This is an optimization exercise on Yosys and OpenROAD, whose aim is small area and a short achievable clock period, not a production implementation. In this exercise RTL edits were held to simulation tests only and were not proved equivalent to the original. Power is estimated from default activity; no workload was simulated.

job 101:
// running_average
module running_average #(
  parameter N = 4,
  parameter DATAWIDTH = 32
)(
  input   wire        clk,
  input   wire        reset,
  input   wire [DATAWIDTH -1 : 0] data_i,
  output  wire [DATAWIDTH -1 : 0] average_o
);
==> flow/config.mk <==
export PLATFORM = sky130hd
export DESIGN_NAME = running_average
export DESIGN_NICKNAME = running_average
export VERILOG_FILES = /design/flow/design.v
export SDC_FILE = /design/flow/constraint.sdc
export NUM_CORES = 4
export LEC_CHECK = 0
export CAP_MARGIN = 20
export CORE_MARGIN = 2
export CORE_UTILIZATION = 40
export SETUP_SLACK_MARGIN = 3.0
export SLEW_MARGIN = 20
export SYNTH_HIERARCHICAL = 1
==> flow/constraint.sdc <==
create_clock -name core_clock -period 7.0 [get_ports {clk}]
set_input_delay 1.4000 -clock core_clock [delete_from_list [all_inputs] [get_ports {clk}]]
set_output_delay 1.4000 -clock core_clock [all_outputs]
set_load 0.01 [all_outputs]
run.sh (not shown) runs the stock make flow with config.mk's settings and CLKGATE_MAP_FILE= SYNTH_SCRIPT=/design/flow/synth_recipe.tcl, a recipe that flattens the netlist after the stock synthesis.
Input-level comparison between job 102 and job 101:
==> flow/flow/run.sh (new file) <==
#!/bin/bash
# Standard layout, logs kept in this folder.
cp standard.sh flow/standard.sh.copy 2>/dev/null
bash standard.sh > standard.log 2>&1
==> flow/flow/standard.sh.copy (new file) <==
#!/bin/bash
# The standard flow's own layout of this design, on the ORFS make targets given (by default finish). After
# finish it leaves the final layout's DEF at /design/flow/out/final.def.
set -euo pipefail
make -C /OpenROAD-flow-scripts/flow DESIGN_CONFIG=/design/flow/config.mk WORK_HOME=/design/flow/orfs CLKGATE_MAP_FILE= SYNTH_SCRIPT=/design/flow/synth_recipe.tcl CAP_MARGIN=20 CORE_MARGIN=2 CORE_UTILIZATION=40 SETUP_SLACK_MARGIN=3.0 SLEW_MARGIN=20 SYNTH_HIERARCHICAL=1 "${@:-finish}"
if [[ -f /design/flow/orfs/results/sky130hd/running_average/base/6_final.odb ]]; then
  : # left out here: write the final layout as DEF
fi
==> flow/standard.sh (new file) <==
#!/bin/bash
# synth_recipe.tcl (not shown) runs the flow's synth.tcl, then flattens the netlist and writes it again
# the make line also repeats each setting of config.mk as NAME=value (left out here)
make -C /OpenROAD-flow-scripts/flow DESIGN_CONFIG=/design/flow/config.mk WORK_HOME=/design/flow/orfs CLKGATE_MAP_FILE= SYNTH_SCRIPT=/design/flow/synth_recipe.tcl "${@:-finish}"
removed: flow/run.sh
--- outcome ---
In summary, job 102 completed successfully, with a layout that passed the timing, design-rule and antenna checks. ~same minimum clock period after layout in job 102 and job 101. Comparing job 101 against job 102, there is no change at all in adder and majority cell fraction of the synthesized area. In terms of area of the die, job 101 and job 102 differ only marginally. Job 102 -> job 101: total of max-cap violations delta 0, exact match. Comparing job 102 with job 101, the number of buffers inserted by port buffering came out essentially unchanged. Between job 102 and job 101, the global-route wire length before repair does not differ in any meaningful way. There was hardly any difference in hold slack between job 102 and job 101.

* * *

run A:
running_average, a different RTL version from the one above (not shown whole).
For scale: ~96 flip-flops, roughly 66 I/O pins, about 5400 um^2 of cells after synthesis.
export LEC_CHECK = 0
export CAP_MARGIN = 0
export CORE_MARGIN = 2
export CORE_UTILIZATION = 60
export CTS_BUF_LIST = sky130_fd_sc_hd__clkbuf_4 sky130_fd_sc_hd__clkbuf_8
export SETUP_SLACK_MARGIN = 2.5
export SLEW_MARGIN = 0
export SYNTH_HIERARCHICAL = 1
export TNS_END_PERCENT = 20
create_clock -name core_clock -period 7.0 [get_ports {clk}]
standard.sh (not shown) runs the stock make flow with config.mk's settings and CLKGATE_MAP_FILE= SYNTH_SCRIPT=/design/flow/synth_recipe.tcl, a recipe that flattens the netlist after the stock synthesis.
==> flow/flow/run.sh <==
#!/bin/bash
set -euo pipefail
here=$(pwd)
DU_DEFAULT=$(cat flow/default_dont_use.txt)
DU_BIG=$(cat flow/big_cells.txt)
bash standard.sh DONT_USE_CELLS="$DU_DEFAULT $DU_BIG" synth > "$here/synth.log" 2>&1
args=()
if [[ -f flow/pnr_args.txt ]]; then
  while IFS= read -r line; do
    [[ -n "$line" && "$line" != \#* ]] && args+=("$line")
  done < flow/pnr_args.txt
fi
bash standard.sh "${args[@]}" finish > "$here/pnr.log" 2>&1
Other scripts of this flow, unchanged in this note and not shown: flow/flow/big_cells.txt, flow/flow/default_dont_use.txt, flow/flow/pnr_args.txt
Run A reached the end of the flow, and the finished layout is clean on the timing, design-rule and antenna checks.
--- input diff run A..run B ---
- TNS_END_PERCENT removed (was 20)
- SETUP_SLACK_MARGIN changed from 2.5 to 2.6
Against run A, run B reports a final period demand of the worst path that is lower.
The higher multi-input gate share of the layout cell area came out of run B.
Compared with run A, placement density in the core of run B is higher.
Run B was carried through to the last stage, and its layout satisfied the timing, design-rule and antenna checks.
Summed negative setup slack over all endpoints across run B and run A: no real change.
Area after detailed placement essentially unchanged between run B and run A.
Going from run A to run B, routed wire length on met3 increased by about 21% relative to the old numbers, wire length on met1 moved down.
Setup changes, run B to run C
- SETUP_SLACK_MARGIN now 2.5, was 2.6
Run C: done, clean on timing, DRC and antenna. Cmp run C and run B / total power density per cell area / lower: run C. In the tables for run C and run B, standby leakage power reads lower with run C. Going from run B to run C, global-route usage comparable; signed area change from the synthesized netlist to the final layout now smaller; wire length of the first global-routing pass now smaller; maximum VDD drop now larger; fraction of standard cell area that is sequential now larger. Relative to run B, the placed wire-length estimate after detailed placement of run C is higher by 150 um. Looking at worst-case register-to-register setup slack, run C sits above run B.
Edits applied to the flow inputs when going from run C to run D:
- swapping 60 for 50 in CORE_UTILIZATION
Notes after the runs:
Total via count after detailed routing: run D vs run C down 39
Compared with run C, final cell count in run D increased by a few percent.
As of run D, via-per-instance ratio had fallen by a few percent compared to run C.
Lower final critical delay including setup and external delays among run C and run D: run D

* * *

== oak ==
RTL: one of the versions met above, not the one the previous note started from.
For scale: roughly 640 cells after synthesis, roughly 5700 µm² of cells after synthesis.
clock: 7.0 ns
lec_check: 0
cap_margin: 20
core_margin: 2
core_utilization: 40
cts_buf_list: sky130_fd_sc_hd__clkbuf_4 sky130_fd_sc_hd__clkbuf_8
setup_slack_margin: 2.5
slew_margin: 20
synth_hierarchical: 1
==> flow/flow/pnr_args.txt <==
BUFFER_PORTS_ARGS=-buffer_cell sky130_fd_sc_hd__buf_2
Scripts as last shown in full above: flow/flow/run.sh
Other scripts of this flow, unchanged in this note and not shown: flow/flow/big_cells.txt, flow/flow/default_dont_use.txt
Here is what was changed in the inputs of pine compared with oak.
==> flow/flow/pnr_args.txt <==
-- flow/config.mk --
<<< oak, line 10
export CORE_UTILIZATION = 40
export CTS_BUF_LIST = sky130_fd_sc_hd__clkbuf_4 sky130_fd_sc_hd__clkbuf_8
export SETUP_SLACK_MARGIN = 2.5
export SLEW_MARGIN = 20
>>> pine, line 10
export CORE_UTILIZATION = 40
export SETUP_SLACK_MARGIN = 2.0
export SLEW_MARGIN = 20
==> comparison <==
pine | stages: all done | timing, DRC, antenna: all pass. Post-CTS repair timing setup buffer count: pine higher than oak. The share of total power consumed by net switching reported for pine is smaller than that of oak by 3.0 points. Number of pins exceeding their max-slew limit in the final report came out exactly the same in oak and pine. | number of placed instances, taps included | oak vs pine | ≈ equal |.
Inputs modified between pine and birch:
==> flow/flow/pnr_args.txt <==
BUFFER_PORTS_ARGS=-buffer_cell sky130_fd_sc_hd__buf_2
-- flow/config.mk --
<<< pine, line 10
export CORE_UTILIZATION = 40
export SETUP_SLACK_MARGIN = 2.0
export SLEW_MARGIN = 20
>>> birch, line 10
export CORE_UTILIZATION = 40
export CTS_BUF_LIST = sky130_fd_sc_hd__clkbuf_4 sky130_fd_sc_hd__clkbuf_8
export SETUP_SLACK_MARGIN = 1.5
export SLEW_MARGIN = 20
==> run notes <==
pine finished every step from synthesis to the final layout, and the layout passed the timing, design-rule and antenna checks.
birch has completed all stages; timing, DRC and antenna checks passed.
Going from pine to birch, internal power shrank by more than 10%.
Diff pine -> birch: setup slack of the worst register-to-register path picked up an extra 60 ps, post-route cell area lost about 8%, share of the clock period used by the worst path picked up an extra 3.3 points, overall power of the completed layout lost 13%, data arrival time of the worst path picked up an extra 230 ps.
Sort birch and pine by global-route track usage on met1 desc -> top: pine
Diff pine -> birch: worst relative slew slack down 6.6 points, combinational fraction of design power down 1.5 points.
Relative to pine, actual slew at the worst max-slew pin has increased by 93 ps in birch.
Lower count of plain and timing-repair buffers in the layout among birch and pine: birch

* * *

running_average again, from the RTL that the note above started with.
clock: 7.0 ns
lec_check: 0
cap_margin: 20
core_margin: 2
core_utilization: 40
setup_slack_margin: 3.0
slew_margin: 20
synth_hierarchical: 1
==> flow/flow/pnr_args.txt <==
Scripts as last shown in full above: flow/flow/run.sh
Other scripts of this flow, unchanged in this note and not shown: flow/flow/big_cells.txt, flow/flow/default_dont_use.txt
The starting point ran to the end with no violations.
Next try:
==> flow/flow/pnr_args.txt (replaced) <==
BUFFER_PORTS_ARGS=-buffer_cell sky130_fd_sc_hd__buf_2
- CTS_BUF_LIST: not set -> sky130_fd_sc_hd__clkbuf_4 sky130_fd_sc_hd__clkbuf_8
- SETUP_SLACK_MARGIN: 3.0 -> 2.9
Die area does not change.
Synthesized area stays the same.
Power shrinks by about 7%.
Final cell count shrinks by 2.2%.
Synthesized cell count stays the same.
Wire length shrinks by about 6%.
Clock-buffer cell count stays the same.
Next try:
- SETUP_SLACK_MARGIN: 2.9 -> 2.7
=> The new run completed without violations. Utilization came out lower by 1.5 points. Final area came out lower by 2.8%. Die area is unchanged. Wire length came out higher by 0.33%. Via count came out higher by 0.87%. Cell count came out lower by 0.55%. Setup slack is better by 0.049 ns. Register-to-register slack is worse by 0.21 ns. Fmax came out higher by 1.2%. Sequential share of layout area came out higher by 0.93 points. Global-route usage is about the same.
Next try:
==> flow/flow/pnr_args.txt (replaced) <==
- CTS_BUF_LIST: sky130_fd_sc_hd__clkbuf_4 sky130_fd_sc_hd__clkbuf_8 -> not set
- SETUP_SLACK_MARGIN: 2.7 -> 3.0
- TNS_END_PERCENT: not set -> 10
Result: First-iteration DRC count falls by 14%. Final cell count rises by 1.6%. Via count rises by 0.62%. Routed wire length rises by 3.5%. Critical path depth rises by 1. Die area stays the same. Synthesized cell count is unchanged. Clock-buffer cell count falls by 1. Sequential power rises by about 1%.
Next try:
==> flow/flow/pnr_args.txt (replaced) <==
BUFFER_PORTS_ARGS=-buffer_cell sky130_fd_sc_hd__buf_2
- CORE_UTILIZATION: 40 -> 60
- CTS_BUF_LIST: not set -> sky130_fd_sc_hd__clkbuf_4 sky130_fd_sc_hd__clkbuf_8
- SETUP_SLACK_MARGIN: 3.0 -> 2.5
- TNS_END_PERCENT: 10 -> not set
Synthesized area is unchanged.
Total power decreases by 17%.
Clock-buffer cell count fell by 1.
Sequential share of layout area climbs by 4.5 points.
Hold slack hardly moves.
Register-to-register slack gains 0.04 ns.
Via count came out lower by 4.0%.
Maximum frequency barely changes.
Utilization grows by 17 points.
Next try:
- CORE_UTILIZATION: 60 -> 40
- SETUP_SLACK_MARGIN: 2.5 -> 0
After rerunning: Clock skew drops by 0.0031 ns. Non-clock buffer count fell by 4. Fmax came out lower by about a fifth. Sequential share of layout area goes up by 0.45 points. Via count went down by a few percent. Die area rises by well over a third. Total power goes down by a few percent. Core utilization drops by 24 points.

## static timing again, ports no longer ideal
The results above use ideal ports. As a check the final layouts listed here were re-extracted and re-timed, cells and wires unchanged. Step 1, drivers: a clkbuf_16 drives clk and a buf_2 each remaining input, both assumed. Step 2 adds t to the input delays and takes it off the output delays; t is the mean of the earliest and latest rising clock arrival at the registers after step 1. Input paths then give back, and output paths get back, about the clock's delay inside the block. Three values: ideal ports, drivers, drivers and shift; two values: the first two.
| run | t (ns) | slack for setup (ns) | latest minus earliest clock arrival (ns) | pins driven straight from the clock port |
|---|---|---|---|---|
| job 101 | 0.385 | 2.610 / 2.576 / 2.576 | 0.006 / 0.007 | 1 |
| job 102 | 0.385 | 2.610 / 2.576 / 2.576 | 0.006 / 0.007 | 1 |
| run A | 0.397 | 2.503 / 2.481 / 2.468 | 0.011 / 0.011 | 1 |
| run B | 0.382 | 2.637 / 2.601 / 2.457 | 0.010 / 0.010 | 1 |
| run C | 0.397 | 2.534 / 2.510 / 2.470 | 0.011 / 0.011 | 1 |
| run D | 0.386 | 2.554 / 2.533 / 2.533 | 0.009 / 0.009 | 1 |
| oak | 0.408 | 2.600 / 2.577 / 2.438 | 0.004 / 0.004 | 1 |
| pine | 0.385 | 2.048 / 2.023 / 2.023 | 0.006 / 0.007 | 1 |
| birch | 0.399 | 1.818 / 1.798 / 1.798 | 0.010 / 0.010 | 1 |
| the first run of note 4 | 0.383 | 2.621 / 2.573 / 2.573 | 0.004 / 0.005 | 1 |
| the second run of note 4 | 0.411 | 2.671 / 2.627 / 2.627 | 0.010 / 0.010 | 1 |
| the third run of note 4 | 0.403 | 2.720 / 2.686 / 2.573 | 0.010 / 0.010 | 1 |
| the fourth run of note 4 | 0.387 | 2.591 / 2.544 / 2.481 | 0.005 / 0.005 | 1 |
| the fifth run of note 4 | 0.385 | 2.590 / 2.571 / 2.510 | 0.013 / 0.013 | 1 |
| the sixth run of note 4 | 0.399 | 1.505 / 1.485 / 1.485 | 0.010 / 0.010 | 1 |
After both steps every run listed still meets setup and hold. The setup slack of run B, which loses most, moves by -0.036 ns with the drivers and by -0.180 ns with both steps.
